Source: an optimization exercise on an open RTL-to-GDS flow (aim: small area and a short achievable clock period). Production flows keep margins and buffers that such runs may drop.

== v49 ==
## thresholding
module thresholding(
    input wire clk, reset, enable,
    input wire signed [11 : 0] sig,
    output wire signed [11 : 0] y,
    output reg done,
    output reg [11 : 0] id
    );
Size: ~600 cells after synthesis, about 40 I/O pins, about 8800 um^2 of cells after synthesis.
export LEC_CHECK = 0
export CAP_MARGIN = 20
export CORE_MARGIN = 2
export CORE_UTILIZATION = 40
export CTS_BUF_LIST = sky130_fd_sc_hd__clkbuf_8
export SLEW_MARGIN = 20
create_clock -name core_clock -period 14.0 [get_ports {clk}]
run.sh (not shown) runs the stock make flow with config.mk's settings and CLKGATE_MAP_FILE= SYNTH_SCRIPT=/design/flow/synth_recipe.tcl, a recipe that flattens the netlist after the stock synthesis.
For v40, these inputs were changed with respect to v49:
Settings: CTS_BUF_LIST no longer set, was sky130_fd_sc_hd__clkbuf_8.
==> flow/flow/run.sh (new file) <==
#!/bin/bash
set -euo pipefail
bash standard.sh "BUFFER_PORTS_ARGS=-buffer_cell sky130_fd_sc_hd__buf_2" finish > standard.log 2>&1
==> flow/standard.sh (new file) <==
#!/bin/bash
# synth_recipe.tcl (not shown) runs the flow's synth.tcl, then flattens the netlist and writes it again
# the make line also repeats each setting of config.mk as NAME=value (left out here)
make -C /OpenROAD-flow-scripts/flow DESIGN_CONFIG=/design/flow/config.mk WORK_HOME=/design/flow/orfs CLKGATE_MAP_FILE= SYNTH_SCRIPT=/design/flow/synth_recipe.tcl "${@:-finish}"
removed: flow/run.sh
Notes after the runs:
v40 ended with every stage complete and zero timing, DRC or antenna violations.
Cmp v49 and v40 / setup slack at placement / higher: v40
In the reports for v49 and v40, the larger ratio of final minimum period to clock period belongs to v49.
Looking at layout overhead on the synthesized area across v49 and v40, the one that comes out lower is v49.
v40 vs. v49: smallest setup slack after layout shows an increase of 0.55 ns; non-clock buffer count shows no meaningful change.
Relative to v40, the following input files were edited for v18:
==> flow/run.sh (new file) <==
#!/bin/bash
# synth_recipe.tcl (not shown) runs the flow's synth.tcl, then flattens the netlist and writes it again
# the make line also repeats each setting of config.mk as NAME=value (left out here)
make -C /OpenROAD-flow-scripts/flow DESIGN_CONFIG=/design/flow/config.mk WORK_HOME=/design/flow/orfs CLKGATE_MAP_FILE= SYNTH_SCRIPT=/design/flow/synth_recipe.tcl finish
removed: flow/flow/run.sh
removed: flow/standard.sh
### Flow results
- v18 went all the way through the flow, and no timing, DRC or antenna check failed.
- Compared with v40, v18 ends up with more cell area.
- Looking at utilization, v18 sits above v40.
- Higher clock network contribution to total cell area was reported by v40, not v18.
- Changes observed in v18 relative to v40: number of search-and-repair iterations in the first detailed-routing pass went down; routed wire length shows a reduction of about 1.3%.
- Going from v40 to v18, pin count of the biggest net entering global routing went up 15%; global routing usage on met2 went down 0.17 points.
- Min wire length on met2 across v40 and v18: v18
- Delta (v18 minus v40): overall via count from detail_route shrank by 19.
No run of this note included a check of the RTL's function; only the layout flow was run.

---

thresholding, a different RTL version from the one above (not shown whole).
Size in the first run: roughly 40 I/O pins, about 0.0096 sq mm of cells after synthesis.
Settings: LEC_CHECK=0, CAP_MARGIN=20, CORE_MARGIN=2, CORE_UTILIZATION=60, CTS_BUF_LIST=sky130_fd_sc_hd__clkbuf_8, CTS_CLUSTER_DIAMETER=60, CTS_CLUSTER_SIZE=20, PLACE_DENSITY=0.75, SLEW_MARGIN=20; clock period 14.0 ns.
standard.sh (not shown) runs the stock make flow with config.mk's settings and CLKGATE_MAP_FILE= SYNTH_SCRIPT=/design/flow/synth_recipe.tcl, a recipe that flattens the netlist after the stock synthesis.
==> flow/flow/run.sh <==
#!/bin/bash
set -euo pipefail
bash standard.sh "BUFFER_PORTS_ARGS=-buffer_cell sky130_fd_sc_hd__buf_1" SETUP_SLACK_MARGIN=9.3 finish > standard.log 2>&1
The first run completed without violations.
Rerun with:
CORE_UTILIZATION = 40   (was 60)
PLACE_DENSITY = default   (was 0.75)
Outcome: The changed run finished clean. Final cell count climbs by 11%. First-iteration DRC count drops by 23%. Non-clock buffer count climbs by 1. Global-route usage drops by 7.3 points.
Rerun with:
CORE_UTILIZATION = 50   (was 40)
Result: Design area decreases by about 1.8%. Global-route usage went up by 4.1 points. Worst setup slack gets worse by 0.024 ns. First-iteration DRC count rises by 1.3%. Non-clock buffer count fell by 2. Area after synthesis does not change. Core utilization came out higher by 10 points. Sequential share of layout area grows by 1.0 points. Via count is about the same. Maximum frequency drops by about 0.5%.
No run of this note included a check of the RTL's function; only the layout flow was run.

---

Another version of the RTL of thresholding (not shown whole).
Size: roughly 760 cells after synthesis, roughly 200 flip-flops, about 9600 um2 of cells after synthesis.
Settings: LEC_CHECK=0, CAP_MARGIN=20, CORE_MARGIN=2, CORE_UTILIZATION=40, CTS_BUF_LIST=sky130_fd_sc_hd__clkbuf_8, CTS_CLUSTER_DIAMETER=200, CTS_CLUSTER_SIZE=60, SLEW_MARGIN=20; clock period 14.0 ns.
==> flow/flow/run.sh <==
#!/bin/bash
set -euo pipefail
bash standard.sh "BUFFER_PORTS_ARGS=-buffer_cell sky130_fd_sc_hd__buf_2" SETUP_SLACK_MARGIN=9.5 finish > standard.log 2>&1
==> next run, changes <==
==> flow/flow/run.sh (replaced) <==
#!/bin/bash
set -euo pipefail
bash standard.sh "BUFFER_PORTS_ARGS=-buffer_cell sky130_fd_sc_hd__buf_2" finish > standard.log 2>&1
- CTS_CLUSTER_DIAMETER: 200 -> default
- CTS_CLUSTER_SIZE: 60 -> default
Clock skew came out lower by 0.0058 ns.
Clock-buffer cell count is unchanged.
Global-route usage drops by 0.17 points.
Die area stays the same.
==> next run, changes <==
==> flow/flow/run.sh (replaced) <==
#!/bin/bash
set -euo pipefail
bash standard.sh "BUFFER_PORTS_ARGS=-buffer_cell sky130_fd_sc_hd__buf_2" SETUP_SLACK_MARGIN=9.5 finish > standard.log 2>&1
Outcome: Cell area rises by 4.8%; worst setup slack is better by 0.80 ns; wire length rises by 2.7%; via count rises by 1.1%; first-iteration DRC count falls by 2.2%; worst hold slack is worse by 0.0043 ns; die area does not change.
No functional check of the RTL was part of any run of this note.

==> port drivers added, routing unchanged <==
How much do the figures lean on ideal ports? The routed layouts below were timed once more, with nothing changed but the port constraints.
Step 1 (the two cells are an assumption about what drives the block):
set clk [get_ports {clk}]
set_driving_cell -lib_cell sky130_fd_sc_hd__clkbuf_16 $clk
set_driving_cell -lib_cell sky130_fd_sc_hd__buf_2 [delete_from_list [all_inputs] $clk]
Step 2 times the ports against the registers' clock, not the clock port: input delays grow and output delays shrink by t, the midpoint of the rising clock arrivals with the driver on.
Three values: ideal, step 1, step 2; two values: the first two.
| run | shift t [ns] | setup slack, ns | worst slew at a driven data input, ns |
|---|---|---|---|
| v49 | 0.486 | 7.033 / 7.035 / 6.549 | 0.05 |
| v40 | 0.472 | 7.583 / 7.598 / 7.126 | 0.05 |
| v18 | 0.467 | 6.975 / 6.976 / 6.510 | 0.05 |
| the first run of note 2 | 0.536 | 9.413 / 9.383 / 8.894 | 0.04 |
| the second run of note 2 | 0.555 | 9.432 / 9.439 / 8.884 | 0.04 |
| the third run of note 2 | 0.546 | 9.408 / 9.371 / 8.899 | 0.03 |
| the first run of note 3 | 0.501 | 9.262 / 9.219 / 8.822 | 0.04 |
| the second run of note 3 | 0.504 | 8.463 / 8.463 / 8.463 | 0.04 |
| the third run of note 3 | 0.501 | 9.262 / 9.219 / 8.822 | 0.04 |
After both steps setup and hold are still met in every run listed. For the second run of note 2, which loses most, drivers alone change the setup slack by +0.007 ns; drivers and shift together by -0.548 ns.
